What follows belongs to an exercise in optimizing a design on an open flow for small area and a short achievable clock period; a production flow would make more cautious choices. Where RTL was checked, it was by simulation tests only, not by an equivalence proof against the original. The RTL of runs 2 and 4 was laid out without a check of its function. Power is estimated from default activity; no workload was simulated.

## flow/config.mk

```make
export PLATFORM = sky130hd
export DESIGN_NAME = hft_fpga_low_latency
export DESIGN_NICKNAME = hft_fpga_low_latency
export VERILOG_FILES = /design/flow/design.v
export SDC_FILE = /design/flow/constraint.sdc
export NUM_CORES = 4
export LEC_CHECK = 0
export ABC_AREA = 1
export CAP_MARGIN = 20
export CORE_MARGIN = 2
export CORE_UTILIZATION = 40
export CTS_BUF_LIST = sky130_fd_sc_hd__clkbuf_4 sky130_fd_sc_hd__clkbuf_8
export SETUP_SLACK_MARGIN = 2.21
export SLEW_MARGIN = 20
```

## flow/constraint.sdc

```tcl
create_clock -name core_clock -period 4.0 [get_ports {core_clk}]
set_input_delay 0.8000 -clock core_clock [delete_from_list [all_inputs] [get_ports {core_clk}]]
set_output_delay 0.8000 -clock core_clock [all_outputs]
set_load 0.01 [all_outputs]
```

## flow/design.v

```verilog
`timescale 1ns / 1ps
module cla_carry #(
    parameter W = 32,
    parameter L = 5          
    ) (
    input wire [W-1:0] g,
    input wire [W-1:0] p,
    output wire c
    );
    wire [W-1:0] gk [0:L];   
    wire [W-1:0] pk [0:L];   
    assign gk[0] = g;
    assign pk[0] = p;
    genvar k, i;
    generate
        for (k = 1; k <= L; k = k + 1) begin : lvl
            for (i = 0; i < (W >> k); i = i + 1) begin : node
                assign gk[k][i] = gk[k-1][2*i+1] | (pk[k-1][2*i+1] & gk[k-1][2*i]);
                assign pk[k][i] = pk[k-1][2*i+1] & pk[k-1][2*i];
            end
            assign gk[k][W-1:(W >> k)] = {(W - (W >> k)){1'b0}};
            assign pk[k][W-1:(W >> k)] = {(W - (W >> k)){1'b0}};
        end
    endgenerate
    assign c = gk[L][0];
endmodule
`timescale 1ns / 1ps
module hft_fpga_low_latency(
    input wire core_clk,
    input wire reset,
    input wire cfg_we,
    input wire [1:0] cfg_addr,
    input wire [31:0] cfg_wdata,
    input wire [63:0] raw_market_data,
    input wire raw_valid,
    output wire [127:0] mg_tx_data,
    output wire mg_tx_valid
    );
    reg [31:0] threshold_n;      
    reg [31:0] risk_min_n;       
    reg [31:0] risk_max_n;       
    always @(posedge core_clk) begin
        if (reset) begin
            threshold_n <= ~32'd1000;
            risk_min_n <= ~32'd1000;
            risk_max_n <= ~32'd5000;
        end else if (cfg_we) begin
            case (cfg_addr)
                2'd0: threshold_n <= ~cfg_wdata;
                2'd1: risk_min_n <= ~cfg_wdata;
                2'd2: risk_max_n <= ~cfg_wdata;
                default: ;
            endcase
        end
    end
    wire [31:0] price = raw_market_data[31:0];
    wire below_threshold;    
    wire below_min;          
    wire above_max;          
    cla_carry #(.W(32), .L(5)) u_cmp_thr (
        .g(~(threshold_n | price)), .p(~(threshold_n & price)), .c(below_threshold));
    cla_carry #(.W(32), .L(5)) u_cmp_min (
        .g(~(risk_min_n | price)), .p(~(risk_min_n & price)), .c(below_min));
    cla_carry #(.W(32), .L(5)) u_cmp_max (
        .g(price & risk_max_n), .p(price | risk_max_n), .c(above_max));
    wire approve = raw_valid && (raw_market_data[63:56] == 8'h01) &&
                   below_threshold && !below_min && !above_max;
    reg [55:0] order_data;
    always @(posedge core_clk) begin
        order_data <= raw_market_data[55:0];
    end
    reg [31:0] order_seq;
    reg order_valid;
    reg order_count;
    wire [31:0] seq_ones_below;
    assign seq_ones_below[0] = 1'b1;
    genvar gi;
    generate
        for (gi = 1; gi < 32; gi = gi + 1) begin : g_ones
            assign seq_ones_below[gi] = &order_seq[gi-1:0];
        end
    endgenerate
    always @(posedge core_clk) begin
        if (reset) begin
            order_seq <= 32'd0;
            order_count <= 1'b0;
        end else begin
            order_seq <= order_seq ^ ({32{order_count}} & seq_ones_below);
            order_count <= approve;
        end
    end
    always @(posedge core_clk or posedge reset) begin
        if (reset)
            order_valid <= 1'b0;
        else
            order_valid <= approve;
    end
    assign mg_tx_data = {order_seq, 8'h01, order_data, 32'h0000_0000};
    assign mg_tx_valid = order_valid;
endmodule
```

## flow/flow/run.sh

```bash
#!/bin/bash
set -euo pipefail
cts_bufs=$(sed -n 's/^export CTS_BUF_LIST *= *//p' config.mk)
bash standard.sh synth > synth.log 2>&1
bash standard.sh finish \
  BUFFER_PORTS_ARGS="-buffer_cell sky130_fd_sc_hd__buf_1" \
  SKIP_REPAIR_TIE_FANOUT=1 \
  CTS_ARGS="-sink_clustering_enable -repair_clock_nets -dont_use_dummy_load -root_buf sky130_fd_sc_hd__clkbuf_16 -buf_list {$cts_bufs}" \
  > layout.log 2>&1
```

## flow/standard.sh

```bash
#!/bin/bash
# synth_recipe.tcl (not shown) runs the flow's synth.tcl, then flattens the netlist and writes it again
# the make line also repeats each setting of config.mk as NAME=value (left out here)
make -C /OpenROAD-flow-scripts/flow DESIGN_CONFIG=/design/flow/config.mk WORK_HOME=/design/flow/orfs CLKGATE_MAP_FILE= SYNTH_SCRIPT=/design/flow/synth_recipe.tcl "${@:-finish}"
```

==> reports/results.ini, run 1 <==
[sta]
finalClockSkew_ns = 0.0274
setup_viol_count_final = 0
slew_viol_final = 0
slew_headroom_pct = 49.0
finalSetupTns_ns = 0
finalCritPeriodShare_pct = 43.4
layout_min_cycle_time_ns = 1.74
max_slew.worst_pin.slew_ns = 0.764
hold_violations = 0
rsz0062_at_grt = true
fmax_mhz = 576

[critical_path]
cp_data_arrival_time_ns = 0.94
start_kind = flip-flop
critPathTopFamily = flip-flops
crit_buf_inv = 1
reg2reg_from = order_seq[7]
slowest_stage = dfxtp_2
crit_chain = clkbuf_2
crit_fanout = 4
end_kind = output pin
cp_data_required_time_ns = 3.20
cpPeakStageDelay_ns = 0.40
criticalPathCategory = reg -> out
cp-startpoint = order_seq[23]

[logic_synthesis]
synth_nets = 1102
synth_top_area_share_pct = 48.4
yosysSeqAreaShare_pct = 48.7
synth_ff_type = dfxtp_1
synth_edf_count = 0
synth.most_common_cell = nand2_1
synthTopCellsByArea = dfxtp_1 (48%), nand2_1 (9.3%), a21oi_1 (8.7%)
netlist-cell-type-count = 43
yosysTopAreaCell = dfxtp_1
postSynthAreaPerCell_um2 = 7.66
syn_area_mm2 = 0.00765
ys_warn_count = 2
synthArstFlopShare_pct = 0.538
synth_commonest_cells = nand2_1 (190), dfxtp_1 (185), a21oi_1 (133)
ys_ff_latch = 186
synthCells = 999

[layout]
multi_input_area_mm2 = 0.00332
final_util_pct = 46.9
design_area_mm2 = 0.00880
final_cells = 1388
register_area_mm2 = 0.00375
fin_nets = 1258
n_fill_cell = 1960
layout-drive-gt1-share_pct = 11.9
syn_to_final_growth_pct = 15.0

[floorplan]
dieHeight_um = 142
start_util_pct = 40.8
rows = 50
io_pins = 231
die_w_um = 142
core_area_mm2 = 0.0188
dieArea_mm2 = 0.0203

[global_route]
grt_pass1_wl_um = 28900
grt.total_usage_pct = 17.9
grt_pass1_vias = 5996
grt_max_degree = 93
antenna_found_initial = 1
overflow = 0

[placement]
numPortBuffers = 190
hpwlAfterDp_um = 12400
place_area_mm2 = 0.00826
dp_cells = 1356
gp_congestion = 0.792

[clocking]
htreeDepth = 4
cts-root-buf = clkbuf_16
max-clock-path-buffers = 2
cts.sinks = 186
clk_pin_slew_ns = 0.08
cts_hold_repair.buffers = 0
cts_made_buffers = 17
clk_latency_ns = 0.39
tritoncts = built

[route]
dr.pass1.iters = 5
drc_errors = 0
post_drt_wl_per_cell_um = 12.8
drt_iter0_drc = 225
via_count = 6772
wl_um = 17700
antenna_left = 0
vias_per_cell = 4.88

[pwr]
power.switching_uw = 845
p_seq_share_pct = 59.6
p_clk_share_pct = 29.4
p_leak_uw = 0.00374
powerDensity_mw_per_mm2 = 376
peakVddDrop_mv = 0.230
p_int_uw = 2470
p_comb_share_pct = 11.0
swShare_pct = 25.5

[job]
drv_cap = 0

[min_path]
hold_start = threshold_n[30]
min_path_type = reg -> reg

[status]
status = complete, no violations

power groups by stage:
stage,sequential [uW],clock [uW],combinational (uW)
2_1_floorplan,2020,0,230
3_3_place_gp,2020,0,344
3_5_place_dp,2020,0,348
4_1_cts,1970,1030,353
5_1_grt,1980,1090,423
6_report,1970,973,366
metrics by stage:
stage	power [uW]	worst slack (ns)	hold slack [ns]
after floorplan	2250	2.22	0.442
after global placement	2360	1.59	0.452
after detailed placement	2360	1.55	0.460
after CTS	3350	2.16	0.468
after global routing	3500	2.19	0.471
final	3310	2.26	0.470
final cells by class:
cell class	count	area share (%)
Sequential cell	186	42.7
Multi-Input combinational cell	676	37.7
Timing Repair Buffer	209	10.6
Tap cell	234	3.33
Inverter	64	2.81
Clock buffer	17	2.79
Timing Repair inverter	1	0.0853
Antenna cell	1	0.0284
routing by layer:
layer / part of all wire, % / global-route usage, %
met2: 45 / 29.7
met1: 49 / 23.4
met4: 1.4 / 5.58
met5: 0 / 0
met3: 4.2 / 3.90
registers in the layout, summed over array words and instances (netlist names):
register and count:
order_count 1, order_data 56, order_seq 32, order_valid 1, risk_max_n 32, risk_min_n 32
threshold_n 32
cell families after synthesis:
kind of cell	share of synthesized area, %
AO/OA/AOI/OAI	19.6
buffers and inverters	8.98
flip-flops	48.7
XOR/XNOR	0.114
AND/OR/NAND/NOR	22.3
other	0.0981
adder cells (fa/ha/maj)	0.163
cell usage in the layout (no fill, tap or decap), drive strengths merged:
cell type / count
clkinvlp: 3
and2: 1
o211ai: 3
clkbuf: 42
clkinv: 1
dfxtp: 185
nor3: 12
nand4: 10
and3: 1
nand2: 194
o21ai: 132
o22a: 4
xnor2: 1
buf: 184
nor2b: 2
o22ai: 9
diode: 1
inv: 61
or2: 17
dfrtp: 1
nor2: 110
ha: 1
nand3: 33
conb: 2
a31oi: 5
a21o: 1
a21oi: 133
nand3b: 2
o21a: 2
o2111ai: 1
worst paths after layout:
| check | end | slack (ns) | cells past startpoint |
|---|---|---|---|
| max | mg_tx_data[119] | 2.26 | 1 |
| min | threshold_n[30] | 0.47 | 2 |
| max reg2reg | order_seq[22] | 2.36 | 8 |
| min reg2reg | threshold_n[30] | 0.47 | 2 |
| max in group asynchronous | order_valid | 3.12 | 2 |
| min in group asynchronous | order_valid | 0.53 | 2 |
what timing repair did:
item                                    CTS  global route
gates resized for setup                  16            78
setup buffers                             3            10
cloned                                    1             0
pin swaps                                 1            18
endpoints found under the setup margin   41           108
Testbench counts, summed over its fixed seeds: latency cycles 3,243, orders 3,243.
==> inputs of run 2 (changes only) <==
--- a/flow/design.v
+++ b/flow/design.v
@@ -85,6 +85,6 @@
             order_seq <= 32'd0;
-            order_count <= 1'b0;
+            order_valid <= 1'b0;
         end else begin
             order_seq <= order_seq ^ ({32{order_count}} & seq_ones_below);
-            order_count <= approve;
+            order_valid <= approve;
         end
@@ -93,5 +93,5 @@
         if (reset)
-            order_valid <= 1'b0;
+            order_count <= 1'b0;
         else
-            order_valid <= approve;
+            order_count <= approve;
     end
==> run 2 against run 1 <==
Net effect: register-to-register slack better by 0.02 ns; highest routed layer unchanged; via count is 1.2% lower; non-clock buffer count is 1 higher; still clean; critical path depth stayed put; final cell count is 0.14% higher; largest cell class unchanged; clock skew is 0.0065 ns higher.
==> reports/results.ini, run 2 <==
[placement]
gp_congestion = 0.791  ; was 0.792
hpwlAfterDp_um = 12600  ; was 12,400 um
numPortBuffers = 190  ; unchanged

[logic_synthesis]
synth.most_common_cell = nand2_1  ; unchanged
netlist-cell-type-count = 43  ; unchanged
synth_ff_type = dfxtp_1  ; unchanged
synthCells = 999  ; unchanged
yosysSeqAreaShare_pct = 48.7  ; unchanged
synthArstFlopShare_pct = 0.538  ; unchanged
ys_warn_count = 2  ; unchanged
postSynthAreaPerCell_um2 = 7.66  ; unchanged
synthTopCellsByArea = dfxtp_1 (48%), nand2_1 (9.3%), a21oi_1 (8.7%)  ; unchanged
synth_nets = 1102  ; unchanged
yosysTopAreaCell = dfxtp_1  ; unchanged
syn_area_mm2 = 0.00765  ; unchanged
synth_top_area_share_pct = 48.4  ; unchanged
synth_commonest_cells = nand2_1 (190), dfxtp_1 (185), a21oi_1 (133)  ; unchanged
synth_edf_count = 0  ; unchanged
ys_ff_latch = 186  ; unchanged

[critical_path]
criticalPathCategory = reg -> out  ; unchanged
cp_data_arrival_time_ns = 0.94  ; about the same
cp_data_required_time_ns = 3.20  ; about the same
worst-r2r-cell-count = 9  ; was 8
end_kind = output pin  ; unchanged
crit_fanout = 4  ; unchanged
crit_buf_inv = 1  ; unchanged
critPathTopFamily = flip-flops  ; unchanged
slowest_stage = dfxtp_2  ; unchanged
crit_chain = buf_1  ; was clkbuf_2
cpPeakStageDelay_ns = 0.39  ; was 0.40 ns
start_kind = flip-flop  ; unchanged
critical_path_depth = 1  ; unchanged

[layout]
final_cell_mix = nand2_1 (188), dfxtp_1 (173), buf_1 (156), a21oi_1 (132), o21ai_0 (124)  ; was nand2_1 (187), dfxtp_1 (166), buf_1 (158), a21oi_1 (132), o21ai_0 (125)
final_common_cell = nand2_1  ; unchanged
layout-drive-gt1-share_pct = 12.1  ; was 11.9%
largest_reg_flops = 56  ; unchanged
final_util_pct = 47.1  ; was 46.9%
syn_to_final_growth_pct = 15.5  ; was 15.0%
fin_nets = 1260  ; was 1,258
largest_register = order_data  ; unchanged

[sta]
slew_headroom_pct = 31.4  ; was 49.0%
slew_viol_final = 0  ; unchanged
rsz0062_at_grt = true  ; unchanged
setup_viol_count_final = 0  ; unchanged
layout_min_cycle_time_ns = 1.74  ; about the same
finalSetupTns_ns = 0  ; unchanged
finalCritPeriodShare_pct = 43.4  ; about the same
fmax_mhz = 576  ; about the same
finalClockSkew_ns = 0.0340  ; was 0.0274 ns
max_slew.worst_pin.slew_ns = 1.03  ; was 0.764 ns
hold_violations = 0  ; unchanged

[floorplan]
start_util_pct = 40.8  ; unchanged
die_w_um = 142  ; unchanged
dieArea_mm2 = 0.0203  ; unchanged
dieHeight_um = 142  ; unchanged
core_area_mm2 = 0.0188  ; unchanged
rows = 50  ; unchanged
io_pins = 231  ; unchanged

[clocking]
cts_hold_repair.buffers = 0  ; unchanged
cts-root-buf = clkbuf_16  ; unchanged
htreeDepth = 4  ; unchanged
cts_made_buffers = 17  ; unchanged
tritoncts = built  ; unchanged
clk_pin_slew_ns = 0.08  ; about the same
cts.sinks = 186  ; unchanged
clk_latency_ns = 0.39  ; about the same
max-clock-path-buffers = 2  ; unchanged

[pwr]
peakVddDrop_mv = 0.216  ; was 0.230 mV
p_leak_uw = 0.00375  ; was 0.00374 uW
powerDensity_mw_per_mm2 = 375  ; was 376 mW/mm2

[global_route]
grt.total_usage_pct = 17.9  ; about the same
grt_pass1_wl_um = 29000  ; was 28,900 um
grt_max_degree = 93  ; unchanged
grt_pass1_vias = 5932  ; was 5,996
overflow = 0  ; unchanged
antenna_found_initial = 1  ; unchanged

[route]
post_drt_wl_per_cell_um = 12.9  ; was 12.8 um
drc_errors = 0  ; unchanged
via_count = 6689  ; was 6,772
vias_per_cell = 4.81  ; was 4.88
dr.pass1.iters = 5  ; unchanged
drt_iter0_drc = 321  ; was 225
wl_um = 17900  ; was 17,700 um
antenna_left = 0  ; unchanged

[min_path]
holdPathStages = 2  ; unchanged
min_path_type = reg -> reg  ; unchanged

[status]
status = complete, no violations  ; unchanged

[job]
drv_cap = 0  ; unchanged

run 2: power by group:
part	total, uW	internal (uW)	switching (uW)	leakage (uW)
sequential	1970	1930	41.5	0.00155
combinational	372	137	235	0.00208
clock	972	404	569	0.000127
total	3320	2470	845	0.00375
run 2: per-stage QoR:
stage	cells	hold slack, ns	power, uW	worst slack (ns)	cell area (um2)
floorplan	999	0.442	2250	2.22	7650
finish	1390	0.474	3320	2.26	8840
detailed placement	1356	0.462	2360	1.57	8260
global route	1389	0.453	3510	2.18	8840
global placement	1356	0.453	2360	1.61	8260
CTS	1380	0.465	3350	2.21	8610
run 2: worst paths after layout:
kind,startpoint,to,slack [ns]
setup / recovery,order_seq[23],mg_tx_data[119],2.26
hold / removal,risk_max_n[19],risk_max_n[19],0.47
setup reg to reg,order_seq[16],order_seq[29],2.38
hold reg to reg,risk_max_n[19],risk_max_n[19],0.47
max in group asynchronous,reset,order_count,3.24
min in group asynchronous,reset,order_count,0.61
run 2: cells by family (layout without fill, tap and decap cells):
logic type | after synthesis | after routing | share of synthesized area (%)
flops | 186 | 186 | 48.7
fa+ha+maj | 1 | 1 | 0.163
other cells | 2 | 3 | 0.0981
buf+inv | 137 | 293 | 8.98
simple gates | 382 | 382 | 22.3
xor+xnor | 1 | 1 | 0.114
compound gates | 290 | 290 | 19.6
run 2: timing repair:
action                                  4_1_cts  5_1_grt
endpoints found under the setup margin       50       69
buffers inserted                              5        8
cloned                                        2        0
pin swaps                                     3       19
gates resized for setup                      22       74
run 2: layout make-up:
cell class              instances  area, um2
clock buffers                  17        245
diodes                          1       2.50
repair inverters                2       15.0
repair buffers                210        970
flip-flops and latches        186       3740
well taps                     234        293
inverters                      64        248
fillers                      1933       9930
multi-input cells             676       3320
run 2: layer usage:
metal | track usage [%] | part of all wire, % | vias to the layer above
met1 | 24.0 | 47 | 2917
met2 | 28.8 | 46 | 174
met5 | 0 | 0 | -
met3 | 4.91 | 5.6 | 13
met4 | 4.22 | 1.0 | 0
li1 | - | - | 3585
==> inputs of run 3 (changes only) <==
--- a/flow/design.v
+++ b/flow/design.v
@@ -85,6 +85,6 @@
             order_seq <= 32'd0;
-            order_valid <= 1'b0;
+            order_count <= 1'b0;
         end else begin
             order_seq <= order_seq ^ ({32{order_count}} & seq_ones_below);
-            order_valid <= approve;
+            order_count <= approve;
         end
@@ -93,5 +93,5 @@
         if (reset)
-            order_count <= 1'b0;
+            order_valid <= 1'b0;
         else
-            order_count <= approve;
+            order_valid <= approve;
     end
--- a/flow/config.mk
+++ b/flow/config.mk
@@ -12,3 +12,3 @@
 export CTS_BUF_LIST = sky130_fd_sc_hd__clkbuf_4 sky130_fd_sc_hd__clkbuf_8
-export SETUP_SLACK_MARGIN = 2.21
+export SETUP_SLACK_MARGIN = 2.24
 export SLEW_MARGIN = 20
==> run 3 against run 2 <==
Net effect: power grew 0.36%; core utilization grew 0.65 points; sequential power is essentially flat; global-route usage shrank 0.39 points; sequential share of layout area shrank 0.33 points; setup slack gained 0.010 ns; worst hold slack lost 0.0057 ns; design area grew 1.4%; final cell count is essentially flat; sequential cell count is the same; still clean; combinational power grew 2%; clock power grew 0.6%; critical endpoint is now order_count.
==> reports/results.ini, run 3 <==
[sta]
finalClockSkew_ns = 0.0272  ; was 0.0340 ns
fin_hold_ws_ns = 0.469  ; was 0.474 ns
finalCritPeriodShare_pct = 43.2  ; was 43.4%
slew_viol_final = 0  ; unchanged
finalSetupTns_ns = 0  ; unchanged
rsz0062_at_grt = true  ; unchanged
layout_min_cycle_time_ns = 1.73  ; was 1.74 ns
slew_headroom_pct = 50.6  ; was 31.4%
fmax_mhz = 579  ; was 576 MHz
hold_violations = 0  ; unchanged
max_slew.worst_pin.slew_ns = 0.741  ; was 1.03 ns
setup_viol_count_final = 0  ; unchanged
setup_ws_ns = 2.27  ; was 2.26 ns

[critical_path]
criticalPathCategory = in -> reg  ; was reg -> out
cpPeakStageDelay_ns = 0.24  ; was 0.39 ns
reg2reg_from = order_seq[1]  ; was order_seq[16]
crit_buf_inv = 1  ; unchanged
end_kind = flip-flop  ; was output pin
worst-r2r-cell-count = 9  ; unchanged
start_kind = primary input  ; was flip-flop
r2r-end = order_seq[16]  ; was order_seq[29]
critPathTopFamily = simple AND/OR/NAND/NOR gates  ; was flip-flops
crit_chain = buf_1 > nand2_1 > nand2_1 > nand3_1 > nand2_1 > nand2_1 > nand2_1 > nand2_2 > a21oi_2 > nor2_2 > nand3_2 > nor2_1  ; was buf_1
cpMostUsedCell = nand2_1
cp_data_arrival_time_ns = 1.95  ; was 0.94 ns
slowest_stage = buf_1  ; was dfxtp_2
crit_fanout = 4  ; unchanged
cp_data_required_time_ns = 4.22  ; was 3.20 ns
r2r_slack_ns = 2.35  ; was 2.38 ns

[min_path]
holdPathStages = 2  ; unchanged
min_path_type = reg -> reg  ; unchanged
hold_start = risk_max_n[0]  ; was risk_max_n[19]
min_to = risk_max_n[0]  ; was risk_max_n[19]

[route]
drc_errors = 0  ; unchanged
drt-met1-wl_um = 8550  ; was 8490 um
dr.pass1.iters = 5  ; unchanged
post_drt_wl_per_cell_um = 12.9  ; about the same
wl_um = 17900  ; about the same
wl_met3_um = 758  ; was 998 um
drt_iter0_drc = 224  ; was 321
vias_per_cell = 4.88  ; was 4.81
antenna_left = 0  ; unchanged
wl_met2_um = 8320  ; was 8200 um
top_layer = met4  ; unchanged
via_count = 6787  ; was 6,689

[clocking]
clk_pin_slew_ns = 0.07  ; was 0.08 ns
htreeDepth = 4  ; unchanged
cts-root-buf = clkbuf_16  ; unchanged
clk_latency_ns = 0.38  ; was 0.39 ns
tritoncts = built  ; unchanged
max-clock-path-buffers = 2  ; unchanged
cts.sinks = 186  ; unchanged
cts_made_buffers = 17  ; unchanged

[layout]
layout-drive-gt1-share_pct = 14.0  ; was 12.1%
largest_register = order_data  ; unchanged
multi_input_area_mm2 = 0.00334  ; was 0.00332 mm2
largest_reg_flops = 56  ; unchanged
final_common_cell = nand2_1  ; unchanged
n_fill_cell = 1947  ; was 1,933
register_area_mm2 = 0.00377  ; was 0.00374 mm2
syn_to_final_growth_pct = 17.1  ; was 15.5%
final_cell_mix = nand2_1 (188), dfxtp_1 (160), buf_1 (151), a21oi_1 (131), o21ai_0 (121)  ; was nand2_1 (188), dfxtp_1 (173), buf_1 (156), a21oi_1 (132), o21ai_0 (124)
fin_nets = 1260  ; unchanged

[placement]
dp_slack_ns = 1.46  ; was 1.57 ns
hpwlAfterDp_um = 12500  ; was 12,600 um
numPortBuffers = 190  ; unchanged
gp_congestion = 0.775  ; was 0.791

[pwr]
powerDensity_mw_per_mm2 = 372  ; was 375 mW/mm2
p_int_uw = 2470  ; about the same
power.switching_uw = 855  ; was 845 uW
p_comb_share_pct = 11.4  ; was 11.2%
p_seq_share_pct = 59.2  ; was 59.5%
finalPower_uw = 3330  ; was 3320 uW
p_leak_uw = 0.00383  ; was 0.00375 uW
swShare_pct = 25.7  ; was 25.5%
p_clk_share_pct = 29.4  ; was 29.3%
peakVddDrop_mv = 0.208  ; was 0.216 mV

[global_route]
grt_pass1_wl_um = 28400  ; was 29,000 um
overflow = 0  ; unchanged
antenna_found_initial = 2  ; was 1
grt_max_degree = 93  ; unchanged
grt.total_usage_pct = 17.5  ; was 17.9%
grt_pass1_vias = 5956  ; was 5,932

[logic_synthesis]
postSynthAreaPerCell_um2 = 7.66  ; unchanged
synthArstFlopShare_pct = 0.538  ; unchanged
syn_area_mm2 = 0.00765  ; unchanged
synth_nets = 1102  ; unchanged
synth_commonest_cells = nand2_1 (190), dfxtp_1 (185), a21oi_1 (133)  ; unchanged
synthCells = 999  ; unchanged
synth.most_common_cell = nand2_1  ; unchanged
netlist-cell-type-count = 43  ; unchanged
synth_top_area_share_pct = 48.4  ; unchanged
yosysTopAreaCell = dfxtp_1  ; unchanged
ys_ff_latch = 186  ; unchanged
synth_edf_count = 0  ; unchanged
yosysSeqAreaShare_pct = 48.7  ; unchanged
synthTopCellsByArea = dfxtp_1 (48%), nand2_1 (9.3%), a21oi_1 (8.7%)  ; unchanged
synth_ff_type = dfxtp_1  ; unchanged
ys_warn_count = 2  ; unchanged

[floorplan]
die_w_um = 142  ; unchanged
rows = 50  ; unchanged
dieHeight_um = 142  ; unchanged
core_area_mm2 = 0.0188  ; unchanged
dieArea_mm2 = 0.0203  ; unchanged
start_util_pct = 40.8  ; unchanged
io_pins = 231  ; unchanged

[job]
drv_cap = 0  ; unchanged

[status]
status = complete, no violations  ; unchanged

## run 3: cell counts after synthesis
No cell type changed its count.
## run 3: power by group through the flow
stage / registers [uW] / logic [uW] / clock network (uW)
2_1_floorplan: 2020 / 230 / 0
3_3_place_gp: 2010 / 345 / 0
3_5_place_dp: 2020 / 350 / 0
4_1_cts: 1970 / 356 / 1030
5_1_grt: 1980 / 438 / 1090
6_report: 1970 / 381 / 978
## run 3: repair_timing
| item | CTS | global route |
|---|---|---|
| hold buffers | 0 | 0 |
| setup buffers | 3 | 10 |
| resized for setup | 31 | 94 |
| endpoints found under the setup margin | 63 | 117 |
| pin swaps | 1 | 17 |
| gates cloned | 1 | 2 |
## run 3: kinds of logic after synthesis
logic type | after synthesis | synth area share, %
AND/OR/NAND/NOR | 382 | 22.3
flip-flops | 186 | 48.7
XOR/XNOR | 1 | 0.114
adder cells (fa/ha/maj) | 1 | 0.163
AO/OA/AOI/OAI | 290 | 19.6
other | 2 | 0.0981
buffers and inverters | 137 | 8.98
## run 3: how the worst max path moves through the flow
| stage | to | depth (start not counted) | start | slack [ns] |
|---|---|---|---|---|
| 6_report | order_count | 12 | raw_market_data[0] | 2.27 |
| 5_1_grt | order_count | 11 | raw_market_data[5] | 2.19 |
| 4_1_cts | threshold_n[8] | 4 | reset | 2.24 |
| 3_5_place_dp | risk_min_n[29] | 7 | cfg_addr[1] | 1.46 |
| 3_3_place_gp | risk_min_n[29] | 8 | cfg_addr[0] | 1.49 |
| 2_1_floorplan | order_count | 10 | raw_market_data[29] | 2.25 |
## run 3: final cells by class
cell class	instances	share of cell area (%)
flip-flops and latches	186	42.0
repair inverters	1	0.0838
repair buffers	211	11.7
diodes	2	0.0559
multi-input cells	676	37.3
inverters	64	2.78
well taps	234	3.27
clock buffers	17	2.74
## run 3: worst register-to-register path: stages (launching register included)
cell and delay, ns:
dfxtp_2 0.37, nand4_2 0.14, nor2_4 0.18, nand2_4 0.09, nor2_8 0.13, nand3_4 0.12, nor2_8 0.18, buf_4 0.14
o21ai_0 0.07, a21oi_1 0.14
## run 3: through the flow
stage	cell area, um2	utilization, %	std cells
after floorplan	7660	-	999
final	8960	47.7	1391
after global routing	8960	47.7	1390
after CTS	8610	45.9	1377
after detailed placement	8270	44.1	1356
after global placement	8270	44.1	1356
## run 3: routing by layer
layer  vias up  global-route usage, %
met5         -                      0
met3        18                   3.63
met4         0                   5.78
met1      3019                   22.7
li1       3600                      -
met2       150                   29.2
Testbench counts of run 3, summed over its fixed seeds: latency cycles 3,243, orders 3,243.
==> inputs of run 4 (changes only) <==
--- a/flow/design.v
+++ b/flow/design.v
@@ -85,6 +85,6 @@
             order_seq <= 32'd0;
-            order_count <= 1'b0;
+            order_valid <= 1'b0;
         end else begin
             order_seq <= order_seq ^ ({32{order_count}} & seq_ones_below);
-            order_count <= approve;
+            order_valid <= approve;
         end
@@ -93,5 +93,5 @@
         if (reset)
-            order_valid <= 1'b0;
+            order_count <= 1'b0;
         else
-            order_valid <= approve;
+            order_count <= approve;
     end
--- a/flow/config.mk
+++ b/flow/config.mk
@@ -12,3 +12,3 @@
 export CTS_BUF_LIST = sky130_fd_sc_hd__clkbuf_4 sky130_fd_sc_hd__clkbuf_8
-export SETUP_SLACK_MARGIN = 2.24
+export SETUP_SLACK_MARGIN = 2.22
 export SLEW_MARGIN = 20
==> run 4 against run 3 <==
Net effect: still clean on timing, DRC and antenna; count of clock-buffer cells in the layout stayed put; synthesized area stayed put; first-iteration DRC count rose by 17%; power decreased by 0.65%; largest cell class unchanged.
==> reports/results.ini, run 4 <==
[logic_synthesis]
synth-xor-area-share_pct = 0.114  ; unchanged
synthTopCellsByArea = dfxtp_1 (48%), nand2_1 (9.3%), a21oi_1 (8.7%)  ; unchanged
synth_nets = 1102  ; unchanged
yosysSeqAreaShare_pct = 48.7  ; unchanged
synthArstFlopShare_pct = 0.538  ; unchanged
synth_edf_count = 0  ; unchanged
ys_ff_latch = 186  ; unchanged
synthCells = 999  ; unchanged
yosysTopAreaCell = dfxtp_1  ; unchanged
synth_fa_ha_area_share_pct = 0.164  ; unchanged
synth.area.mux_share_pct = 0  ; unchanged
synth_simple_gate_area_share_pct = 22.3  ; unchanged
ys_warn_count = 2  ; unchanged
syn_area_mm2 = 0.00765  ; unchanged
synth_commonest_cells = nand2_1 (190), dfxtp_1 (185), a21oi_1 (133)  ; unchanged
synth_ff_type = dfxtp_1  ; unchanged
postSynthAreaPerCell_um2 = 7.66  ; unchanged
synth_top_family_by_area = simple AND/OR/NAND/NOR gates  ; unchanged
netlist-cell-type-count = 43  ; unchanged
synth.most_common_cell = nand2_1  ; unchanged
synth_top_area_share_pct = 48.4  ; unchanged
synth_compound_area_share_pct = 19.6  ; unchanged

[sta]
hold_violations = 0  ; unchanged
slew_headroom_pct = 49.8  ; was 50.6%
layout_min_cycle_time_ns = 1.73  ; about the same
max_slew.worst_pin.slew_ns = 0.753  ; was 0.741 ns
rsz0062_at_grt = true  ; unchanged
slew_viol_final = 0  ; unchanged
finalClockSkew_ns = 0.0252  ; was 0.0272 ns
setup_viol_count_final = 0  ; unchanged
finalCritPeriodShare_pct = 43.2  ; about the same
fmax_mhz = 579  ; about the same
setup_ws_ns = 2.27  ; about the same
finalSetupTns_ns = 0  ; unchanged

[clocking]
max-clock-path-buffers = 2  ; unchanged
clk_pin_slew_ns = 0.10  ; was 0.07 ns
clk_latency_ns = 0.38  ; about the same
htreeDepth = 4  ; unchanged
tritoncts = built  ; unchanged
cts.sinks = 186  ; unchanged
cts_made_buffers = 17  ; unchanged
cts-root-buf = clkbuf_16  ; unchanged

[critical_path]
cpPeakStageDelay_ns = 0.38  ; was 0.24 ns
reg2reg_from = order_seq[3]  ; was order_seq[1]
end_kind = output pin  ; was flip-flop
crit_chain = buf_1  ; was buf_1 > nand2_1 > nand2_1 > nand3_1 > nand2_1 > nand2_1 > nand2_1 > nand2_2 > a21oi_2 > nor2_2 > nand3_2 > nor2_1
r2r_slack_ns = 2.40  ; was 2.35 ns
cp_data_required_time_ns = 3.20  ; was 4.22 ns
r2r-end = order_seq[19]  ; was order_seq[16]
crit_buf_inv = 1  ; unchanged
criticalPathCategory = reg -> out  ; was in -> reg
slowest_stage = dfxtp_1  ; was buf_1
start_kind = flip-flop  ; was primary input
crit_fanout = 3  ; was 4
critical_path_depth = 1  ; was 12
worst-r2r-cell-count = 9  ; unchanged
critPathTopFamily = flip-flops  ; was simple AND/OR/NAND/NOR gates
cp_data_arrival_time_ns = 0.93  ; was 1.95 ns

[floorplan]
start_util_pct = 40.8  ; unchanged
io_pins = 231  ; unchanged
dieArea_mm2 = 0.0203  ; unchanged
rows = 50  ; unchanged
dieHeight_um = 142  ; unchanged
core_area_mm2 = 0.0188  ; unchanged
die_w_um = 142  ; unchanged

[route]
drt_iter0_drc = 263  ; was 224
dr.pass1.iters = 4  ; was 5
post_drt_wl_per_cell_um = 12.6  ; was 12.9 um
via_count = 6648  ; was 6,787
antenna_left = 0  ; unchanged
vias_per_cell = 4.80  ; was 4.88
drc_errors = 0  ; unchanged
wl_um = 17400  ; was 17,900 um

[status]
status = complete, no violations  ; unchanged

[layout]
final_cell_mix = nand2_1 (188), dfxtp_1 (168), buf_1 (156), a21oi_1 (131), o21ai_0 (123)  ; was nand2_1 (188), dfxtp_1 (160), buf_1 (151), a21oi_1 (131), o21ai_0 (121)
final_common_cell = nand2_1  ; unchanged
largest_reg_flops = 56  ; unchanged
fin_nets = 1256  ; was 1,260
n_fill_cell = 1935  ; was 1,947
layout-drive-gt1-share_pct = 11.6  ; was 14.0%
syn_to_final_growth_pct = 14.7  ; was 17.1%
largest_register = order_data  ; unchanged
final_util_pct = 46.8  ; was 47.7%

[global_route]
grt.total_usage_pct = 17.3  ; was 17.5%
grt_use_met1_pct = 22.7  ; about the same
top_usage_layer = met2  ; unchanged
grt_pass1_wl_um = 28100  ; was 28,400 um
met2_usage_pct = 28.8  ; was 29.2%
grt_max_degree = 93  ; unchanged
grt_pass1_vias = 5836  ; was 5,956
overflow = 0  ; unchanged
antenna_found_initial = 1  ; was 2
grtUsageMet3_pct = 4.04  ; was 3.63%

[placement]
numPortBuffers = 190  ; unchanged
gp_congestion = 0.788  ; was 0.775
dp_slack_ns = 1.71  ; was 1.46 ns
hpwlAfterDp_um = 12500  ; about the same

[min_path]
min_path_type = reg -> reg  ; unchanged
holdPathStages = 1  ; was 2
hold_start = order_seq[4]  ; was risk_max_n[0]
min_to = order_seq[4]  ; was risk_max_n[0]

[job]
drv_cap = 0  ; unchanged

[pwr]
finalPower_uw = 3310  ; was 3330 uW
powerDensity_mw_per_mm2 = 377  ; was 372 mW/mm2
peakVddDrop_mv = 0.211  ; was 0.208 mV
p_leak_uw = 0.00374  ; was 0.00383 uW

[run 4: cell types whose count changed in the layout (fill, tap and decap cells not counted), sizes merged]
cell      delta
clkbuf       -2
buf          -1
clkinvlp     -1
diode        -1
[run 4: worst max path at each step]
stage	end	slack, ns	startpoint
floorplan	threshold_n[12]	2.24	cfg_addr[1]
global placement	threshold_n[24]	1.78	cfg_we
detailed placement	threshold_n[1]	1.71	cfg_addr[1]
CTS	order_valid	2.22	raw_market_data[27]
global route	order_valid	2.14	raw_market_data[58]
finish	mg_tx_data[101]	2.27	order_seq[5]
[run 4: routing by layer]
metal	up-vias	routed length [um]
li1	3587	-
met1	2900	8410
met2	155	8030
met3	6	906
met4	0	89
met5	-	0
[run 4: per-stage QoR]
step                      hold slack (ns)  std cells  area [um2]
after floorplan                     0.442        999        7660
after global placement              0.452       1356        8270
after detailed placement            0.459       1356        8270
after CTS                           0.469       1376        8580
after global routing                0.469       1385        8780
final                               0.459       1386        8780
[run 4: timing repair]
action,CTS,global route
buffers inserted,3,9
pin swaps,1,14
resized for setup,15,81
hold buffers,0,0
setup endpoints to repair,49,64
[run 4: report_power, final]
part | internal [uW] | leakage, uW | switching, uW
clock | 403 | 0.000127 | 565
sequential | 1930 | 0.00155 | 41.3
combinational | 133 | 0.00207 | 233
[run 4: final cells by class]
class / count / area (um2) / area share, %
tap: 234 / 293 / 3.34
clock buffer: 17 / 245 / 2.79
sequential: 186 / 3750 / 42.7
multi-input combinational: 676 / 3300 / 37.6
inverter: 64 / 248 / 2.82
timing repair buffer: 208 / 936 / 10.7
antenna: 1 / 2.50 / 0.0285
[run 4: worst register-to-register path, cell delays in order (launching register included)]
cell	delay, ns
dfxtp_2	0.36
nand4_2	0.13
nor2_4	0.18
nand2_4	0.09
nor2_8	0.13
nand3_4	0.12
nor2_8	0.16
nand2_1	0.10
o21ai_0	0.15
a21oi_1	0.06
[run 4: logic make-up (layout without fill, tap and decap cells)]
logic type | Yosys count | in the layout
other | 2 | 3
AO/OA/AOI/OAI | 290 | 290
flip-flops | 186 | 186
adder cells (fa/ha/maj) | 1 | 1
buffers and inverters | 137 | 289
XOR/XNOR | 1 | 1
AND/OR/NAND/NOR | 382 | 382
==> inputs of run 5 (changes only) <==
--- a/flow/design.v
+++ b/flow/design.v
@@ -85,6 +85,6 @@
             order_seq <= 32'd0;
-            order_valid <= 1'b0;
+            order_count <= 1'b0;
         end else begin
             order_seq <= order_seq ^ ({32{order_count}} & seq_ones_below);
-            order_valid <= approve;
+            order_count <= approve;
         end
@@ -93,5 +93,5 @@
         if (reset)
-            order_count <= 1'b0;
+            order_valid <= 1'b0;
         else
-            order_count <= approve;
+            order_valid <= approve;
     end
==> run 5 against run 4 <==
Net effect: core utilization is 0.11 points lower; die area stayed put; still clean; sequential power hardly changed; global-route usage is 0.17 points higher; clock skew is 0.0036 ns higher; sequential cell count stayed put; wire length is 1.3% higher; critical endpoint is now mg_tx_data[105]; synthesized cell count stayed put; maximum frequency is 0.47% higher; final cell count hardly changed; count of clock-buffer cells in the layout stayed put; combinational power is 1% lower.
==> reports/results.ini, run 5 <==
[logic_synthesis]
yosysSeqAreaShare_pct = 48.7  ; unchanged
synthArstFlopShare_pct = 0.538  ; unchanged
synth_commonest_cells = nand2_1 (190), dfxtp_1 (185), a21oi_1 (133)  ; unchanged
synth_ff_type = dfxtp_1  ; unchanged
synth_compound_area_share_pct = 19.6  ; unchanged
synthCells = 999  ; unchanged
synth_fa_ha_area_share_pct = 0.164  ; unchanged
synth_top_area_share_pct = 48.4  ; unchanged
synth_simple_gate_area_share_pct = 22.3  ; unchanged
synth.area.mux_share_pct = 0  ; unchanged
synth_top_family_by_area = simple AND/OR/NAND/NOR gates  ; unchanged
synth_edf_count = 0  ; unchanged
postSynthAreaPerCell_um2 = 7.66  ; unchanged
synth.most_common_cell = nand2_1  ; unchanged
ys_warn_count = 2  ; unchanged
synthTopCellsByArea = dfxtp_1 (48%), nand2_1 (9.3%), a21oi_1 (8.7%)  ; unchanged
yosysTopAreaCell = dfxtp_1  ; unchanged
synth_nets = 1102  ; unchanged
netlist-cell-type-count = 43  ; unchanged
syn_area_mm2 = 0.00765  ; unchanged
synth-xor-area-share_pct = 0.114  ; unchanged
ys_ff_latch = 186  ; unchanged

[sta]
max_slew.worst_pin.slew_ns = 0.752  ; was 0.753 ns
finalCritPeriodShare_pct = 43.0  ; was 43.2%
setup_viol_count_final = 0  ; unchanged
rsz0062_at_grt = true  ; unchanged
layout_min_cycle_time_ns = 1.72  ; was 1.73 ns
fmax_mhz = 582  ; was 579 MHz
finalClockSkew_ns = 0.0288  ; was 0.0252 ns
hold_violations = 0  ; unchanged
slew_viol_final = 0  ; unchanged
finalSetupTns_ns = 0  ; unchanged
slew_headroom_pct = 49.8  ; about the same

[clocking]
clk_latency_ns = 0.39  ; was 0.38 ns
cts-root-buf = clkbuf_16  ; unchanged
clk_pin_slew_ns = 0.09  ; was 0.10 ns
cts.sinks = 186  ; unchanged
tritoncts = built  ; unchanged
htreeDepth = 4  ; unchanged
max-clock-path-buffers = 2  ; unchanged
cts_made_buffers = 17  ; unchanged

[floorplan]
dieArea_mm2 = 0.0203  ; unchanged
rows = 50  ; unchanged
die_w_um = 142  ; unchanged
dieHeight_um = 142  ; unchanged
start_util_pct = 40.8  ; unchanged
io_pins = 231  ; unchanged
core_area_mm2 = 0.0188  ; unchanged

[global_route]
overflow = 0  ; unchanged
grt_max_degree = 93  ; unchanged
grt_pass1_wl_um = 28400  ; was 28,100 um
grt.total_usage_pct = 17.4  ; was 17.3%
antenna_found_initial = 1  ; unchanged
grt_pass1_vias = 5971  ; was 5,836

[critical_path]
crit_fanout = 4  ; was 3
crit_chain = clkbuf_2  ; was buf_1
r2r_slack_ns = 2.34  ; was 2.40 ns
slowest_stage = dfxtp_1  ; unchanged
critPathTopFamily = flip-flops  ; unchanged
criticalPathCategory = reg -> out  ; unchanged
cp_data_arrival_time_ns = 0.92  ; was 0.93 ns
crit_buf_inv = 1  ; unchanged
cpPeakStageDelay_ns = 0.38  ; about the same
end_kind = output pin  ; unchanged
start_kind = flip-flop  ; unchanged
cp_data_required_time_ns = 3.20  ; about the same

[pwr]
peakVddDrop_mv = 0.250  ; was 0.211 mV
finalPower_uw = 3310  ; about the same
powerDensity_mw_per_mm2 = 378  ; was 377 mW/mm2
p_leak_uw = 0.00371  ; was 0.00374 uW

[route]
antenna_left = 0  ; unchanged
dr.pass1.iters = 5  ; was 4
via_count = 6707  ; was 6,648
drt_iter0_drc = 262  ; was 263
wl_um = 17700  ; was 17,400 um
drc_errors = 0  ; unchanged
vias_per_cell = 4.84  ; was 4.80
post_drt_wl_per_cell_um = 12.8  ; was 12.6 um

[job]
drv_cap = 0  ; unchanged

[layout]
n_fill_cell = 1934  ; was 1,935
largest_reg_flops = 56  ; unchanged
final_util_pct = 46.7  ; was 46.8%
final_cell_mix = nand2_1 (189), dfxtp_1 (170), buf_1 (162), a21oi_1 (131), o21ai_0 (126)  ; was nand2_1 (188), dfxtp_1 (168), buf_1 (156), a21oi_1 (131), o21ai_0 (123)
final_common_cell = nand2_1  ; unchanged
syn_to_final_growth_pct = 14.4  ; was 14.7%
fin_nets = 1255  ; was 1,256
largest_register = order_data  ; unchanged
layout-drive-gt1-share_pct = 10.9  ; was 11.6%

[min_path]
min_path_type = reg -> reg  ; unchanged

[status]
status = complete, no violations  ; unchanged

[placement]
numPortBuffers = 190  ; unchanged
gp_congestion = 0.823  ; was 0.788
hpwlAfterDp_um = 12500  ; about the same

## run 5: changes by cell type in the layout (fill, tap and decap cells not counted), sizes merged
cell,before,now
clkinvlp,2,4
clkbuf,43,41
clkinv,1,0
## run 5: cell families (layout without fill, tap and decap cells)
logic type,after synthesis,after routing
AND/OR/NAND/NOR,382,382
other,2,3
AO/OA/AOI/OAI,290,290
adder cells (fa/ha/maj),1,1
XOR/XNOR,1,1
flip-flops,186,186
buffers and inverters,137,288
## run 5: report_power, final
part	internal [uW]	switching [uW]
logic	128	233
clock network	403	576
registers	1930	42.1
total	2460	850
## run 5: repair_timing
item,CTS,global route
gates resized for setup,16,58
setup endpoints to repair,47,107
pin swaps,1,7
hold endpoints to repair,0,0
hold buffers,0,0
gates cloned,1,0
setup buffers,4,6
## run 5: path summary, 6_finish.rpt
path | startpoint | to | cells after the start
worst min register to register | order_seq[18] | order_seq[18] | 2
worst min-delay path | order_seq[18] | order_seq[18] | 2
worst max-delay path | order_seq[9] | mg_tx_data[105] | 1
min in group asynchronous | reset | order_valid | 2
max in group asynchronous | reset | order_valid | 2
worst max register to register | order_seq[1] | order_seq[19] | 9
## run 5: worst min-delay path: cells and delay by family, from the launching register on
kind | cells | cell delay, ns
buffers and inverters | 1 | 0.06
DFF | 1 | 0.31
AOI/OAI and AO/OA | 1 | 0.06
## run 5: area by class of cell
type	count	area (um2)	area share, %
inverters	64	251	2.87
repair buffers	206	901	10.3
clock buffers	17	245	2.80
well taps	234	293	3.34
flip-flops and latches	186	3750	42.8
repair inverters	1	7.51	0.0857
diodes	1	2.50	0.0286
multi-input cells	676	3300	37.7
## run 5: through the flow
step | std cells | cell area, um2 | setup WS (ns) | hold slack, ns
after floorplan | 999 | 7660 | 2.24 | 0.442
after global placement | 1356 | 8270 | 1.61 | 0.454
after detailed placement | 1356 | 8270 | 1.56 | 0.460
after CTS | 1378 | 8590 | 2.22 | 0.465
after global routing | 1384 | 8750 | 2.19 | 0.456
final | 1385 | 8760 | 2.28 | 0.467
## run 5: per-layer routing
layer  track usage [%]  wire length [um]  up-vias
li1                  -                 -     3577
met1              22.8              8590     2963
met2              28.9              7980      158
met3              4.51               978        9
met4              4.22               128        0
met5                 0                 0        -
Testbench counts of run 5, summed over its fixed seeds: latency cycles 3,243, orders 3,243.
==> inputs of run 6 (changes only) <==
--- a/flow/config.mk
+++ b/flow/config.mk
@@ -10,3 +10,3 @@
 export CORE_MARGIN = 2
-export CORE_UTILIZATION = 40
+export CORE_UTILIZATION = 35
 export CTS_BUF_LIST = sky130_fd_sc_hd__clkbuf_4 sky130_fd_sc_hd__clkbuf_8
==> run 6 against run 5 <==
Net effect: still clean on timing, DRC and antenna; global-route usage shrank 1.8 points; register-to-register slack gained 0.02 ns; synthesized area is the same; worst hold slack lost 0.013 ns; non-clock buffer count grew 11; sequential power is essentially flat; sequential cell count is the same; maximum frequency shrank 1.4%; final cell count grew 4.0%; critical path type unchanged; critical endpoint is now mg_tx_valid.
==> reports/results.ini, run 6 <==
[sta]
max_slew.worst_pin.slew_ns = 1.02  ; was 0.752 ns
rsz0062_at_grt = true  ; unchanged
finalClockSkew_ns = 0.0358  ; was 0.0288 ns
fmax_mhz = 574  ; was 582 MHz
layout_min_cycle_time_ns = 1.74  ; was 1.72 ns
finalCritPeriodShare_pct = 43.6  ; was 43.0%
slew_viol_final = 0  ; unchanged
setup_viol_count_final = 0  ; unchanged
hold_violations = 0  ; unchanged
finalSetupTns_ns = 0  ; unchanged
setup_ws_ns = 2.26  ; was 2.28 ns
slew_headroom_pct = 31.7  ; was 49.8%

[global_route]
grt.total_usage_pct = 15.7  ; was 17.4%
grt_pass1_wl_um = 30000  ; was 28,400 um
grt_pass1_vias = 6132  ; was 5,971
antenna_found_initial = 1  ; unchanged
grt_max_degree = 93  ; unchanged
overflow = 0  ; unchanged

[floorplan]
dieHeight_um = 152  ; was 142 um
io_pins = 231  ; unchanged
core_area_mm2 = 0.0216  ; was 0.0188 mm2
rows = 54  ; was 50
die_w_um = 152  ; was 142 um
dieArea_mm2 = 0.0231  ; was 0.0203 mm2
start_util_pct = 35.4  ; was 40.8%

[route]
post_drt_wl_per_cell_um = 12.6  ; was 12.8 um
via_count = 6862  ; was 6,707
drt_iter0_drc = 288  ; was 262
antenna_left = 0  ; unchanged
dr.pass1.iters = 5  ; unchanged
drc_errors = 0  ; unchanged
wl_um = 18200  ; was 17,700 um
vias_per_cell = 4.77  ; was 4.84

[layout]
largest_reg_flops = 56  ; unchanged
multi_input_area_mm2 = 0.00333  ; was 0.00330 mm2
final_common_cell = nand2_1  ; unchanged
fin_nets = 1265  ; was 1,255
antenna_cells = 0  ; was 1
final_cell_mix = nand2_1 (187), dfxtp_1 (167), buf_1 (156), a21oi_1 (132), o21ai_0 (123)  ; was nand2_1 (189), dfxtp_1 (170), buf_1 (162), a21oi_1 (131), o21ai_0 (126)
layout-drive-gt1-share_pct = 13.0  ; was 10.9%
largest_register = order_data  ; unchanged
n_fill_cell = 2262  ; was 1,934
final_cells = 1440  ; was 1,385
register_area_mm2 = 0.00376  ; was 0.00375 mm2
syn_to_final_growth_pct = 17.1  ; was 14.4%

[clocking]
clk_latency_ns = 0.39  ; about the same
clk_pin_slew_ns = 0.08  ; was 0.09 ns
max-clock-path-buffers = 2  ; unchanged
tritoncts = built  ; unchanged
htreeDepth = 4  ; unchanged
cts_made_buffers = 17  ; unchanged
cts-root-buf = clkbuf_16  ; unchanged
cts_hold_repair.buffers = 0  ; unchanged
cts.sinks = 186  ; unchanged

[logic_synthesis]
yosysTopAreaCell = dfxtp_1  ; unchanged
syn_area_mm2 = 0.00765  ; unchanged
synthArstFlopShare_pct = 0.538  ; unchanged
synth_nets = 1102  ; unchanged
synth_top_area_share_pct = 48.4  ; unchanged
synth_commonest_cells = nand2_1 (190), dfxtp_1 (185), a21oi_1 (133)  ; unchanged
synth_ff_type = dfxtp_1  ; unchanged
synthCells = 999  ; unchanged
yosysSeqAreaShare_pct = 48.7  ; unchanged
synth.most_common_cell = nand2_1  ; unchanged
synth_edf_count = 0  ; unchanged
postSynthAreaPerCell_um2 = 7.66  ; unchanged
ys_warn_count = 2  ; unchanged
synthTopCellsByArea = dfxtp_1 (48%), nand2_1 (9.3%), a21oi_1 (8.7%)  ; unchanged
netlist-cell-type-count = 43  ; unchanged
ys_ff_latch = 186  ; unchanged

[critical_path]
crit_buf_inv = 1  ; unchanged
cp_data_arrival_time_ns = 0.94  ; was 0.92 ns
criticalPathCategory = reg -> out  ; unchanged
cpPeakStageDelay_ns = 0.33  ; was 0.38 ns
reg2reg_from = order_seq[1]  ; unchanged
critical_path_depth = 1  ; unchanged
crit_fanout = 1  ; was 4
end_kind = output pin  ; unchanged
cp_data_required_time_ns = 3.20  ; about the same
crit_chain = buf_1  ; was clkbuf_2
worst-r2r-cell-count = 11  ; was 9
cp-startpoint = order_valid  ; was order_seq[9]
slowest_stage = dfrtp_1  ; was dfxtp_1
critPathTopFamily = flip-flops  ; unchanged
start_kind = flip-flop  ; unchanged

[pwr]
powerDensity_mw_per_mm2 = 371  ; was 378 mW/mm2
peakVddDrop_mv = 0.184  ; was 0.250 mV
p_leak_uw = 0.00382  ; was 0.00371 uW

[min_path]
holdPathStages = 1  ; was 2
hold_start = order_seq[4]  ; was order_seq[18]
min_path_type = reg -> reg  ; unchanged

[placement]
hpwlAfterDp_um = 13200  ; was 12,500 um
gp_congestion = 0.799  ; was 0.823
numPortBuffers = 190  ; unchanged
dp_cells = 1402  ; was 1,356
dp_slack_ns = 1.49  ; was 1.56 ns

[status]
status = complete, no violations  ; unchanged

[job]
drv_cap = 0  ; unchanged

==> run 6: cell counts after synthesis <==
Identical to the previous run, type by type.
==> run 6: cell families (layout without fill, tap and decap cells) <==
| family | Yosys count | after routing | synth area share [%] |
|---|---|---|---|
| simple gates | 382 | 382 | 22.3 |
| flops | 186 | 186 | 48.7 |
| fa+ha+maj | 1 | 1 | 0.163 |
| xor+xnor | 1 | 1 | 0.114 |
| other cells | 2 | 2 | 0.0981 |
| buf+inv | 137 | 298 | 8.98 |
| compound gates | 290 | 290 | 19.6 |
==> run 6: stage by stage <==
stage | power (uW) | cell area [um2] | util (%) | hold slack [ns]
after global placement | 2360 | 8330 | 38.5 | 0.452
final | 3320 | 8960 | 41.4 | 0.455
after global routing | 3510 | 8960 | 41.4 | 0.473
after CTS | 3360 | 8660 | 40.1 | 0.474
after floorplan | 2250 | 7660 | - | 0.442
after detailed placement | 2370 | 8330 | 38.5 | 0.459
==> run 6: worst paths after layout <==
path | end | slack, ns
setup / recovery | mg_tx_valid | 2.26
setup reg to reg | order_seq[13] | 2.36
min in group asynchronous | order_valid | 0.73
hold reg to reg | order_seq[4] | 0.45
max in group asynchronous | order_valid | 3.15
hold / removal | order_seq[4] | 0.45
==> run 6: layer usage <==
layer / global-route usage, % / share of wire, % / routed length, um
met5: 0 / 0.060 / 11
met4: 4.63 / 1.4 / 252
met3: 4.25 / 6.1 / 1110
met2: 26.0 / 46 / 8310
met1: 20.0 / 47 / 8520
==> run 6: layout make-up <==
| class | count | share of cell area [%] |
|---|---|---|
| clock buffers | 17 | 2.74 |
| inverters | 64 | 2.76 |
| multi-input cells | 676 | 37.2 |
| flip-flops and latches | 186 | 41.9 |
| well taps | 280 | 3.91 |
| repair buffers | 217 | 11.5 |
==> run 6: report_power, final <==
group,switching (uW),leakage (uW),internal [uW]
logic,235,0.00214,140
clock network,573,0.000127,403
registers,43.4,0.00155,1930
total,851,0.00382,2470
==> run 6: repair_timing <==
action,4_1_cts,5_1_grt
setup endpoints to repair,59,59
pin swaps,7,20
setup buffers,4,16
gates cloned,0,0
resized for setup,22,87
==> inputs of run 7 (changes only) <==
--- a/flow/config.mk
+++ b/flow/config.mk
@@ -10,3 +10,3 @@
 export CORE_MARGIN = 2
-export CORE_UTILIZATION = 35
+export CORE_UTILIZATION = 50
 export CTS_BUF_LIST = sky130_fd_sc_hd__clkbuf_4 sky130_fd_sc_hd__clkbuf_8
==> run 7 against run 6 <==
Net effect: power fell by 0.61%; synthesized area did not move; sequential share of layout area rose by 1.3 points; highest routed layer unchanged; synthesized cell count did not move.
==> reports/results.ini, run 7 <==
[status]
status = complete, no violations  ; unchanged

[sta]
rsz0062_at_grt = true  ; unchanged
finalClockSkew_ns = 0.0218  ; was 0.0358 ns
setup_ws_ns = 2.26  ; about the same
slew_headroom_pct = 31.9  ; was 31.7%
finalSetupTns_ns = 0  ; unchanged
finalCritPeriodShare_pct = 43.5  ; was 43.6%
hold_violations = 0  ; unchanged
slew_viol_final = 0  ; unchanged
layout_min_cycle_time_ns = 1.74  ; about the same
setup_viol_count_final = 0  ; unchanged
max_slew.worst_pin.slew_ns = 1.02  ; about the same
fmax_mhz = 574  ; about the same

[global_route]
grtUsageMet3_pct = 5.13  ; was 4.25%
grt_use_met1_pct = 28.5  ; was 20.0%
top_usage_layer = met2  ; unchanged
grt_max_degree = 93  ; unchanged
met2_usage_pct = 35.0  ; was 26.0%
antenna_found_initial = 1  ; unchanged
grt_pass1_wl_um = 28000  ; was 30,000 um
overflow = 0  ; unchanged
grt_pass1_vias = 5728  ; was 6,132
grt.total_usage_pct = 21.4  ; was 15.7%

[route]
post_drt_wl_per_cell_um = 13.1  ; was 12.6 um
via_count = 6754  ; was 6,862
vias_per_cell = 5.06  ; was 4.77
drc_errors = 0  ; unchanged
dr.pass1.iters = 5  ; unchanged
wl_um = 17500  ; was 18,200 um
antenna_left = 0  ; unchanged
drt_iter0_drc = 234  ; was 288

[job]
drv_cap = 0  ; unchanged

[floorplan]
io_pins = 231  ; unchanged
dieArea_mm2 = 0.0163  ; was 0.0231 mm2
rows = 45  ; was 54
dieHeight_um = 128  ; was 152 um
start_util_pct = 50.7  ; was 35.4%
core_area_mm2 = 0.0151  ; was 0.0216 mm2
die_w_um = 128  ; was 152 um

[clocking]
clk_pin_slew_ns = 0.08  ; about the same
htreeDepth = 4  ; unchanged
cts-root-buf = clkbuf_16  ; unchanged
cts.sinks = 186  ; unchanged
max-clock-path-buffers = 2  ; unchanged
clk_latency_ns = 0.39  ; about the same
tritoncts = built  ; unchanged
cts_made_buffers = 17  ; unchanged

[logic_synthesis]
synth_edf_count = 0  ; unchanged
synthCells = 999  ; unchanged
ys_ff_latch = 186  ; unchanged
synth.most_common_cell = nand2_1  ; unchanged
synth_nets = 1102  ; unchanged
synthArstFlopShare_pct = 0.538  ; unchanged
syn_area_mm2 = 0.00765  ; unchanged
ys_warn_count = 2  ; unchanged
yosysSeqAreaShare_pct = 48.7  ; unchanged
synth_ff_type = dfxtp_1  ; unchanged
netlist-cell-type-count = 43  ; unchanged
synth_top_area_share_pct = 48.4  ; unchanged
synth_commonest_cells = nand2_1 (190), dfxtp_1 (185), a21oi_1 (133)  ; unchanged
synthTopCellsByArea = dfxtp_1 (48%), nand2_1 (9.3%), a21oi_1 (8.7%)  ; unchanged
postSynthAreaPerCell_um2 = 7.66  ; unchanged
yosysTopAreaCell = dfxtp_1  ; unchanged

[min_path]
min_to = order_seq[4]  ; unchanged
min_path_type = reg -> reg  ; unchanged
holdPathStages = 1  ; unchanged
hold_start = order_seq[4]  ; unchanged

[critical_path]
r2r-end = order_seq[13]  ; unchanged
r2r_slack_ns = 2.36  ; about the same
crit_fanout = 4  ; was 1
reg2reg_from = order_seq[1]  ; unchanged
worst-r2r-cell-count = 12  ; was 11
cpPeakStageDelay_ns = 0.38  ; was 0.33 ns
start_kind = flip-flop  ; unchanged
criticalPathCategory = reg -> out  ; unchanged
crit_chain = buf_1  ; unchanged
cp_data_arrival_time_ns = 0.94  ; about the same
slowest_stage = dfxtp_2  ; was dfrtp_1
end_kind = output pin  ; unchanged
crit_buf_inv = 1  ; unchanged
cp_data_required_time_ns = 3.20  ; about the same
critPathTopFamily = flip-flops  ; unchanged

[placement]
hpwlAfterDp_um = 12500  ; was 13,200 um
gp_congestion = 0.794  ; was 0.799
dp_slack_ns = 1.68  ; was 1.49 ns
numPortBuffers = 190  ; unchanged

[pwr]
peakVddDrop_mv = 0.227  ; was 0.184 mV
powerDensity_mw_per_mm2 = 380  ; was 371 mW/mm2
p_leak_uw = 0.00373  ; was 0.00382 uW

[layout]
largest_reg_flops = 56  ; unchanged
largest_register = order_data  ; unchanged
final_common_cell = nand2_1  ; unchanged
syn_to_final_growth_pct = 13.7  ; was 17.1%
final_cell_mix = nand2_1 (188), dfxtp_1 (167), buf_1 (153), a21oi_1 (133), o21ai_0 (127)  ; was nand2_1 (187), dfxtp_1 (167), buf_1 (156), a21oi_1 (132), o21ai_0 (123)
fin_nets = 1253  ; was 1,265
antenna_cells = 0  ; unchanged
n_fill_cell = 1509  ; was 2,262
layout-drive-gt1-share_pct = 11.7  ; was 13.0%

[run 7: cell counts after synthesis]
No cell type changed its count.
[run 7: repair_timing]
item / 4_1_cts / 5_1_grt
setup buffers: 5 / 4
cloned: 0 / 0
resized for setup: 19 / 72
pin swaps: 1 / 13
hold buffers: 0 / 0
endpoints found under the setup margin: 67 / 47
[run 7: area by class of cell]
| cell class | count | area [um2] | share of cell area, % |
|---|---|---|---|
| clock buffers | 17 | 245 | 2.82 |
| inverters | 64 | 251 | 2.89 |
| multi-input cells | 676 | 3300 | 37.9 |
| flip-flops and latches | 186 | 3760 | 43.2 |
| well taps | 188 | 235 | 2.70 |
| repair buffers | 205 | 907 | 10.4 |
[run 7: cell families (layout without fill, tap and decap cells)]
group | after synthesis | in the layout | share of synthesized area (%)
simple gates | 382 | 382 | 22.3
compound gates | 290 | 290 | 19.6
flops | 186 | 186 | 48.7
buf+inv | 137 | 286 | 8.98
other cells | 2 | 2 | 0.0981
fa+ha+maj | 1 | 1 | 0.163
xor+xnor | 1 | 1 | 0.114
[run 7: power breakdown]
part           switching [uW]  internal [uW]
Combinational             231            128
Sequential               42.1           1930
Clock                     570            403
[run 7: through the flow]
stage / hold WS, ns / area (um2) / instances / total power [uW] / util [%]
2_1_floorplan: 0.442 / 7660 / 999 / 2250 / -
3_3_place_gp: 0.450 / 8210 / 1310 / 2360 / 54.4
3_5_place_dp: 0.458 / 8210 / 1310 / 2370 / 54.4
4_1_cts: 0.474 / 8550 / 1332 / 3340 / 56.6
5_1_grt: 0.458 / 8700 / 1336 / 3480 / 57.6
6_report: 0.463 / 8700 / 1336 / 3300 / 57.6
[run 7: worst max-delay path by stage]
stage	startpoint	end	depth (start not counted)
after floorplan	cfg_addr[1]	threshold_n[12]	5
after global placement	raw_market_data[31]	order_count	10
after detailed placement	cfg_addr[0]	risk_min_n[23]	8
after CTS	order_seq[28]	mg_tx_data[124]	1
after global routing	raw_market_data[15]	order_count	12
final	order_seq[1]	mg_tx_data[97]	1
[run 7: metal layers]
layer  part of all wire, %  vias up
met5                 0.074        -
met4                  0.84        2
met3                   4.8       13
met2                    47      155
met1                    47     3017
li1                      -     3567
==> inputs of run 8 (changes only) <==
--- a/flow/config.mk
+++ b/flow/config.mk
@@ -10,5 +10,5 @@
 export CORE_MARGIN = 2
-export CORE_UTILIZATION = 50
+export CORE_UTILIZATION = 40
 export CTS_BUF_LIST = sky130_fd_sc_hd__clkbuf_4 sky130_fd_sc_hd__clkbuf_8
-export SETUP_SLACK_MARGIN = 2.22
+export SETUP_SLACK_MARGIN = 2.2
 export SLEW_MARGIN = 20
==> run 8 against run 7 <==
Net effect: global-route usage fell by 3.5 points; critical endpoint is now mg_tx_data[119]; register-to-register slack barely moved; synthesized area did not move.
==> reports/results.ini, run 8 <==
[clocking]
clk_latency_ns = 0.39  ; about the same
tritoncts = built  ; unchanged
cts-root-buf = clkbuf_16  ; unchanged
cts_hold_repair.buffers = 0  ; unchanged
max-clock-path-buffers = 2  ; unchanged

[floorplan]
start_util_pct = 40.8  ; was 50.7%
core_area_mm2 = 0.0188  ; was 0.0151 mm2
dieArea_mm2 = 0.0203  ; was 0.0163 mm2
dieHeight_um = 142  ; was 128 um
rows = 50  ; was 45
die_w_um = 142  ; was 128 um

[placement]
dp_cells = 1356  ; was 1,310
gp_congestion = 0.792  ; was 0.794
numPortBuffers = 190  ; unchanged

[pwr]
p_leak_uw = 0.00372  ; was 0.00373 uW
peakVddDrop_mv = 0.230  ; was 0.227 mV
powerDensity_mw_per_mm2 = 377  ; was 380 mW/mm2

[critical_path]
r2r_slack_ns = 2.37  ; was 2.36 ns
cpPeakStageDelay_ns = 0.40  ; was 0.38 ns
crit_fanout = 4  ; unchanged
slowest_stage = dfxtp_2  ; unchanged
crit_end = mg_tx_data[119]  ; was mg_tx_data[97]
crit_chain = buf_1  ; unchanged
cp_data_required_time_ns = 3.20  ; about the same
end_kind = output pin  ; unchanged
critical_path_depth = 1  ; unchanged
critPathTopFamily = flip-flops  ; unchanged
reg2reg_from = order_seq[7]  ; was order_seq[1]

[sta]
setup_viol_count_final = 0  ; unchanged
rsz0062_at_grt = true  ; unchanged
hold_violations = 0  ; unchanged
fmax_mhz = 570  ; was 574 MHz
max_slew.worst_pin.slew_ns = 0.791  ; was 1.02 ns
finalCritPeriodShare_pct = 43.8  ; was 43.5%
slew_headroom_pct = 47.3  ; was 31.9%

[logic_synthesis]
ys_warn_count = 2  ; unchanged
syn_area_mm2 = 0.00765  ; unchanged
synth_commonest_cells = nand2_1 (190), dfxtp_1 (185), a21oi_1 (133)  ; unchanged
yosysSeqAreaShare_pct = 48.7  ; unchanged
synthTopCellsByArea = dfxtp_1 (48%), nand2_1 (9.3%), a21oi_1 (8.7%)  ; unchanged
synth.most_common_cell = nand2_1  ; unchanged
yosysTopAreaCell = dfxtp_1  ; unchanged
synthArstFlopShare_pct = 0.538  ; unchanged
synth_nets = 1102  ; unchanged
synth_compound_area_share_pct = 19.6  ; unchanged
postSynthAreaPerCell_um2 = 7.66  ; unchanged
synth_ff_type = dfxtp_1  ; unchanged
synth-xor-area-share_pct = 0.114  ; unchanged
synth_top_family_by_area = simple AND/OR/NAND/NOR gates  ; unchanged
netlist-cell-type-count = 43  ; unchanged

[layout]
layout-drive-gt1-share_pct = 11.0  ; was 11.7%
syn_to_final_growth_pct = 14.8  ; was 13.7%
final_cell_mix = nand2_1 (188), dfxtp_1 (171), buf_1 (162), a21oi_1 (132), o21ai_0 (125)  ; was nand2_1 (188), dfxtp_1 (167), buf_1 (153), a21oi_1 (133), o21ai_0 (127)
final_util_pct = 46.8  ; was 57.6%
fin_nets = 1258  ; was 1,253

[route]
top_layer = met4  ; was met5
wl_met3_um = 804  ; was 844 um
antenna_left = 0  ; unchanged
post_drt_wl_per_cell_um = 12.8  ; was 13.1 um
vias_per_cell = 4.89  ; was 5.06
drt-met1-wl_um = 8670  ; was 8190 um
drt_iter0_drc = 244  ; was 234
drc_errors = 0  ; unchanged

[global_route]
grt_pass1_vias = 5996  ; was 5,728
overflow = 0  ; unchanged
grt_pass1_wl_um = 28900  ; was 28,000 um
grt.total_usage_pct = 17.9  ; was 21.4%

[min_path]
hold_start = threshold_n[30]  ; was order_seq[4]
holdPathStages = 2  ; was 1
min_path_type = reg -> reg  ; unchanged

[status]
status = complete, no violations  ; unchanged

==> run 8: cell type report <==
class	instances	area, um2
inverters	64	248
multi-input cells	676	3310
repair buffers	209	928
repair inverters	1	7.51
clock buffers	17	245
well taps	234	293
flip-flops and latches	186	3750
fillers	1963	9980
diodes	1	2.50
==> run 8: timing repair <==
action,4_1_cts,5_1_grt
gates cloned,1,0
pin swaps,1,15
setup endpoints to repair,38,103
gates resized for setup,13,69
buffers inserted,3,10
==> run 8: cells by family (layout without fill, tap and decap cells) <==
group	Yosys count	after routing
other	2	3
buffers and inverters	137	291
flip-flops	186	186
XOR/XNOR	1	1
AO/OA/AOI/OAI	290	290
adder cells (fa/ha/maj)	1	1
AND/OR/NAND/NOR	382	382
==> run 8: metrics by stage <==
step / setup slack (ns) / hold WS (ns) / instance area, um2 / power (uW)
after floorplan: 2.22 / 0.442 / 7650 / 2250
after CTS: 2.16 / 0.468 / 8570 / 3350
final: 2.25 / 0.470 / 8790 / 3310
after global routing: 2.19 / 0.471 / 8780 / 3500
after global placement: 1.59 / 0.452 / 8260 / 2360
after detailed placement: 1.55 / 0.460 / 8260 / 2360
==> run 8: worst min-delay path by stage <==
stage                            endpoint
after floorplan             risk_max_n[0]
after global placement    threshold_n[14]
after detailed placement  threshold_n[30]
after CTS                  order_data[48]
after global routing       order_data[50]
final                     threshold_n[30]
==> run 8: per-layer routing <==
metal | global-route usage (%) | up-vias
met4 | 5.58 | 0
li1 | - | 3593
met2 | 29.7 | 157
met1 | 23.4 | 3025
met3 | 3.90 | 17
met5 | 0 | -
==> run 8: worst min-delay path: stages (launching register included) <==
cell and delay, ns:
dfxtp_1 0.32, a21oi_1 0.06, o21ai_0 0.06
==> run 8: power by group <==
part           internal [uW]  switching [uW]  leakage, uW
Sequential              1930            42.6      0.00155
Combinational            133             232      0.00205
Clock                    403             570     0.000127
Total                   2470             845      0.00372

Re-timed with assumed drivers on the ports (clkbuf_16 on the clock, buf_2 on other inputs), run 8 has 2.206 ns of setup slack against 2.246 ns with ideal ports, and 1.915 ns once port delays also move by the mid clock arrival of 0.411 ns.
